From an optimization exercise on the open Yosys and OpenROAD flow, aimed at a short achievable clock period and few clock cycles; shortcuts taken in it are not production practice.
Only simulation tests tie the RTL to the original design; equivalence was not proved.
Power figures rest on the tool's default switching activity, not on a simulated workload.

## v6
## core
module core (
    input wire clk,rst,
    output wire [31:0] imem_addr,
    input  wire [31:0] imem_rdata,
    output wire [31:0] dmem_addr,
    output wire [31:0] dmem_wdata,
    output wire [3:0]  dmem_wmask,
    output wire        dmem_we,
    input  wire [31:0] dmem_rdata,
    output wire rvfi_o_valid_0,
    output wire [31:0] rvfi_o_insn_0,
    output wire [4:0] rvfi_o_rd_addr_0,
    output wire [31:0] rvfi_o_rd_wdata_0, rvfi_o_pc_rdata_0,
    output wire [31:0] rvfi_o_pc_wdata_0,rvfi_o_mem_addr_0,
    output wire [3:0] rvfi_o_mem_wmask_0,
    output wire [31:0] rvfi_o_mem_wdata_0
);
Size in the first run: ~8600 cells after synthesis.
export LEC_CHECK = 0
export CAP_MARGIN = 20
export CORE_MARGIN = 2
export CORE_UTILIZATION = 40
export SLEW_MARGIN = 20
create_clock -name core_clock -period 10.0 [get_ports {clk}]
standard.sh (not shown) runs the stock make flow with config.mk's settings and CLKGATE_MAP_FILE= SYNTH_SCRIPT=/design/flow/synth_recipe.tcl, a recipe that flattens the netlist after the stock synthesis.
==> flow/flow/run.sh <==
#!/bin/bash
# Own flow: the standard layout (standard.sh: unchanged SDC and synthesis) with
#  - port buffers of a real drive strength (buffer_ports picks a delay cell otherwise);
#  - sizing not limited to cells of the same footprint;
#  - one site of padding around cells in placement, for routability.
set -uo pipefail
bash standard.sh SETUP_SLACK_MARGIN=6.8 TNS_END_PERCENT=30 ABC_CLOCK_PERIOD_IN_PS=2500 \
    MATCH_CELL_FOOTPRINT=0 "BUFFER_PORTS_ARGS=-buffer_cell sky130_fd_sc_hd__buf_8" \
    CELL_PAD_IN_SITES_GLOBAL_PLACEMENT=1 CELL_PAD_IN_SITES_DETAIL_PLACEMENT=1 \
    finish > make_finish.log 2>&1
rc=$?
cp -r orfs/logs flow_logs 2>/dev/null || true
cp -r orfs/reports flow_reports 2>/dev/null || true
exit $rc
Testbench counts of v6, summed over its fixed seeds: cycles 40,599.
--- input diff v6..v7 ---
--- a/flow/design.v
+++ b/flow/design.v
@@ -20,17 +20,17 @@
     reg  [31:0] pc;
     reg         d_valid;
     reg  [31:0] d_insn, d_pc, d_pc4;
     reg         d_bhit;
     reg  [31:0] d_btgt;
     reg  [31:0] d_rs1_raw, d_rs2_raw;  
     reg  [31:0] d_rs1_oh, d_rs2_oh;    
-    reg  [7:0]  bt_v;
-    reg  [6:0]  bt_tag [0:7];
-    reg  [29:0] bt_tgt [0:7];
+    reg  [15:0] bt_v;
+    reg  [5:0]  bt_tag [0:15];
+    reg  [29:0] bt_tgt [0:15];
     reg         x_valid, x_kill, x_wen, x_load, x_store, x_ctl, x_jalr_slow, x_jalr, x_jal, x_is_pre;
     reg         x_beq, x_bne, x_blt, x_bge, x_bltu, x_bgeu, x_isbr, x_bpt, x_bok;
     reg  [4:0]  x_rd;
     reg  [31:0] x_insn, x_pc, x_pc4, x_a, x_bv, x_rs2v, x_pre, x_tgt, x_btgt;
     reg  [31:0] x_ca, x_cb;        
     reg  [31:0] x_sa;              
     reg  [4:0]  x_shl, x_shr;
@@ -107,15 +107,15 @@
     wire [31:0] d_js_x = x_pre + d_imm_i;
     wire [31:0] d_js_m = m_result + d_imm_i;
     wire [31:0] d_jsum = ({32{d_jb_x}} & d_js_x) | ({32{d_jb_m}} & d_js_m)
                        | ({32{!d_jb_x && !d_jb_m}} & d_imm_i);
     wire [31:0] d_jtgt = {d_jsum[31:1], 1'b0};
     wire d_pred = d_br && d_insn[31];
     wire d_static = d_jal || d_pred || d_jalr_fast;
-    wire d_bok = d_bhit && (d_jal || d_br);
+    wire d_bok = d_bhit && (d_jal || d_br || d_jalr_fast);
     wire d_redirect = d_valid && !d_bok && (d_static || d_bhit);
     wire [31:0] d_rtgt = ({32{!d_static}} & d_pc4) | ({32{d_static && d_jalr}} & d_jtgt)
                        | ({32{d_static && !d_jalr}} & d_pcimm);
     wire d_alu = d_opimm | d_op;
     wire d_sub = d_op && d_insn[30] && d_f3 == 3'b000;
     wire d_op_add  = (d_alu && d_f3 == 3'b000 && !d_sub) | d_load | d_store;
     wire d_op_sll  = d_alu && d_f3 == 3'b001;
@@ -151,15 +151,15 @@
     wire x_ltu = x_ca < x_cb;
     wire x_taken = (x_beq & x_eq) | (x_bne & !x_eq) | (x_blt & x_lt) | (x_bge & !x_lt)
                  | (x_bltu & x_ltu) | (x_bgeu & !x_ltu);
     wire x_mis   = !x_kill && x_isbr && (x_taken != x_bpt);
     wire [31:0] x_alt = x_bpt ? x_pc4 : x_tgt;
     wire x_js    = !x_kill && x_jalr_slow;
     wire x_bad   = !x_kill && x_bok && (x_btgt[31:2] != x_tgt[31:2]);
-    wire x_to_tgt = x_jal || x_taken;
+    wire x_to_tgt = x_jal || x_jalr || x_taken;
     wire [31:0] x_jtgt = {x_sum[31:1], 1'b0};
     wire x_redirect = x_mis || x_js || x_bad;
     wire [1:0] x_off = x_sum[1:0];
     wire [3:0] x_lanes = (x_size == 2'b00) ? 4'b0001 : (x_size == 2'b01) ? 4'b0011 : 4'b1111;
     wire [3:0] x_wmask = (x_store && !x_kill) ? (x_lanes << x_off) : 4'b0;
     wire [31:0] x_wdata = (x_size == 2'b00) ? {4{x_rs2v[7:0]}} :
                           (x_size == 2'b01) ? {2{x_rs2v[15:0]}} : x_rs2v;
@@ -176,16 +176,16 @@
     assign m_res2 = m_load ? m_ld : m_result;
     wire [31:0] m_npc = m_jalr ? m_jtgt : m_to_tgt ? m_tgt : m_pc4;
     assign dmem_addr  = m_addr;
     assign dmem_we    = m_store;
     assign dmem_wmask = m_wmask;
     assign dmem_wdata = m_wdata;
     wire [31:0] f_pc4  = pc + 32'd4;
-    wire [2:0]  f_idx  = pc[4:2];
-    wire        f_hit  = bt_v[f_idx] && bt_tag[f_idx] == pc[11:5];
+    wire [3:0]  f_idx  = pc[5:2];
+    wire        f_hit  = bt_v[f_idx] && bt_tag[f_idx] == pc[11:6];
     wire [31:0] f_btgt = {bt_tgt[f_idx], 2'b00};
     wire [31:0] f_next = stall ? pc : d_redirect ? d_rtgt : f_hit ? f_btgt : f_pc4;
     wire [31:0] f_next2 = x_js ? x_jtgt : x_bad ? x_tgt : f_next;
     always @(posedge clk) begin
         if (rst_r) pc <= 32'b0;
         else pc <= x_mis ? x_alt : f_next2;
         begin : rsdec
@@ -210,15 +210,15 @@
             reg go;
             go = !rst_r && !stall && d_valid;
             x_valid     <= go;
             x_kill      <= x_redirect;
             x_wen       <= go && d_wen;
             x_load      <= go && d_load;
             x_store     <= go && d_store;
-            x_ctl       <= go && (d_jal || d_br);
+            x_ctl       <= go && (d_jal || d_br || d_jalr_fast);
             x_jalr_slow <= go && d_jalr && !d_jalr_fast;
             x_isbr      <= go && d_br;
             x_beq       <= go && d_br && d_f3 == 3'b000;
             x_bne       <= go && d_br && d_f3 == 3'b001;
             x_blt       <= go && d_br && d_f3 == 3'b100;
             x_bge       <= go && d_br && d_f3 == 3'b101;
             x_bltu      <= go && d_br && d_f3 == 3'b110;
@@ -294,19 +294,19 @@
         w_pc       <= m_pc;
         w_npc      <= m_npc;
         w_maddr    <= (m_load || m_store) ? m_addr : 32'b0;
         w_mwmask   <= m_wmask;
         w_mwdata   <= m_store ? m_wdata : 32'b0;
     end
     always @(posedge clk) begin
-        if (rst_r) bt_v <= 8'b0;
+        if (rst_r) bt_v <= 16'b0;
         else if (m_ctl) begin
-            bt_v[m_pc[4:2]] <= m_to_tgt;
-            bt_tag[m_pc[4:2]] <= m_pc[11:5];
-            bt_tgt[m_pc[4:2]] <= m_tgt[31:2];
+            bt_v[m_pc[5:2]] <= m_to_tgt;
+            bt_tag[m_pc[5:2]] <= m_pc[11:6];
+            bt_tgt[m_pc[5:2]] <= m_tgt[31:2];
         end
     end
     always @(posedge clk) begin
         if (rst_r) rf_v <= 31'b0;
         else rf_v <= rf_v | w_we;
     end
     genvar r;
[summary]
Going from v6 to v7, width of the chip grew by a few percent.
On v7: relative area change from synthesis to final layout is 2.1 points lower than what v6 gave.
The standard cells in v7 occupy more silicon area than those in v6 do.
Diff v7 and v6: largest fanout on the critical path higher in v6
Status: sequential cell fraction of total power parity (v6, v7)
Changes observed in v7 relative to v6: total wire length after detailed routing shows an increase of about 2.8%, synthesized cell count increased by 5.2% relative to the old numbers, total power after layout has increased.
v7 reports its endpoint of the most critical setup path as pc[0]$_SDFFE_PP0P_ while v6 reports x_cb[30]$_DFFE_PP_.
Testbench counts of v7, summed over its fixed seeds: cycles 39,914.

-- afterwards: timing with drivers on the ports --
No port has a modelled driver above. Below, the same layouts with a new extraction and two added sets of constraints.
Step 1, drivers: a clkbuf_16 drives clk and a buf_2 each remaining input, both assumed.
Step 2 adds t to the input delays and takes it off the output delays; t is the mean of the earliest and latest rising clock arrival at the registers after step 1. Input paths then give back, and output paths get back, about the clock's delay inside the block.
Three values: no drivers, after step 1, after step 2; two values: the first two.
run | t (ns) | setup slack, ns | worst hold slack (ns) | worst slew at a driven data input, ns
v6 | 1.002 | 6.181 / 6.181 / 5.348 | 0.313 / 0.313 / 0.313 | 0.27
v7 | 1.014 | 5.994 / 5.994 / 5.328 | 0.308 / 0.308 / 0.308 | 0.13
After both steps setup and hold are still met in every run listed. The setup slack of v6, which loses most, moves by 0.000 ns with the drivers and by -0.833 ns with both steps.
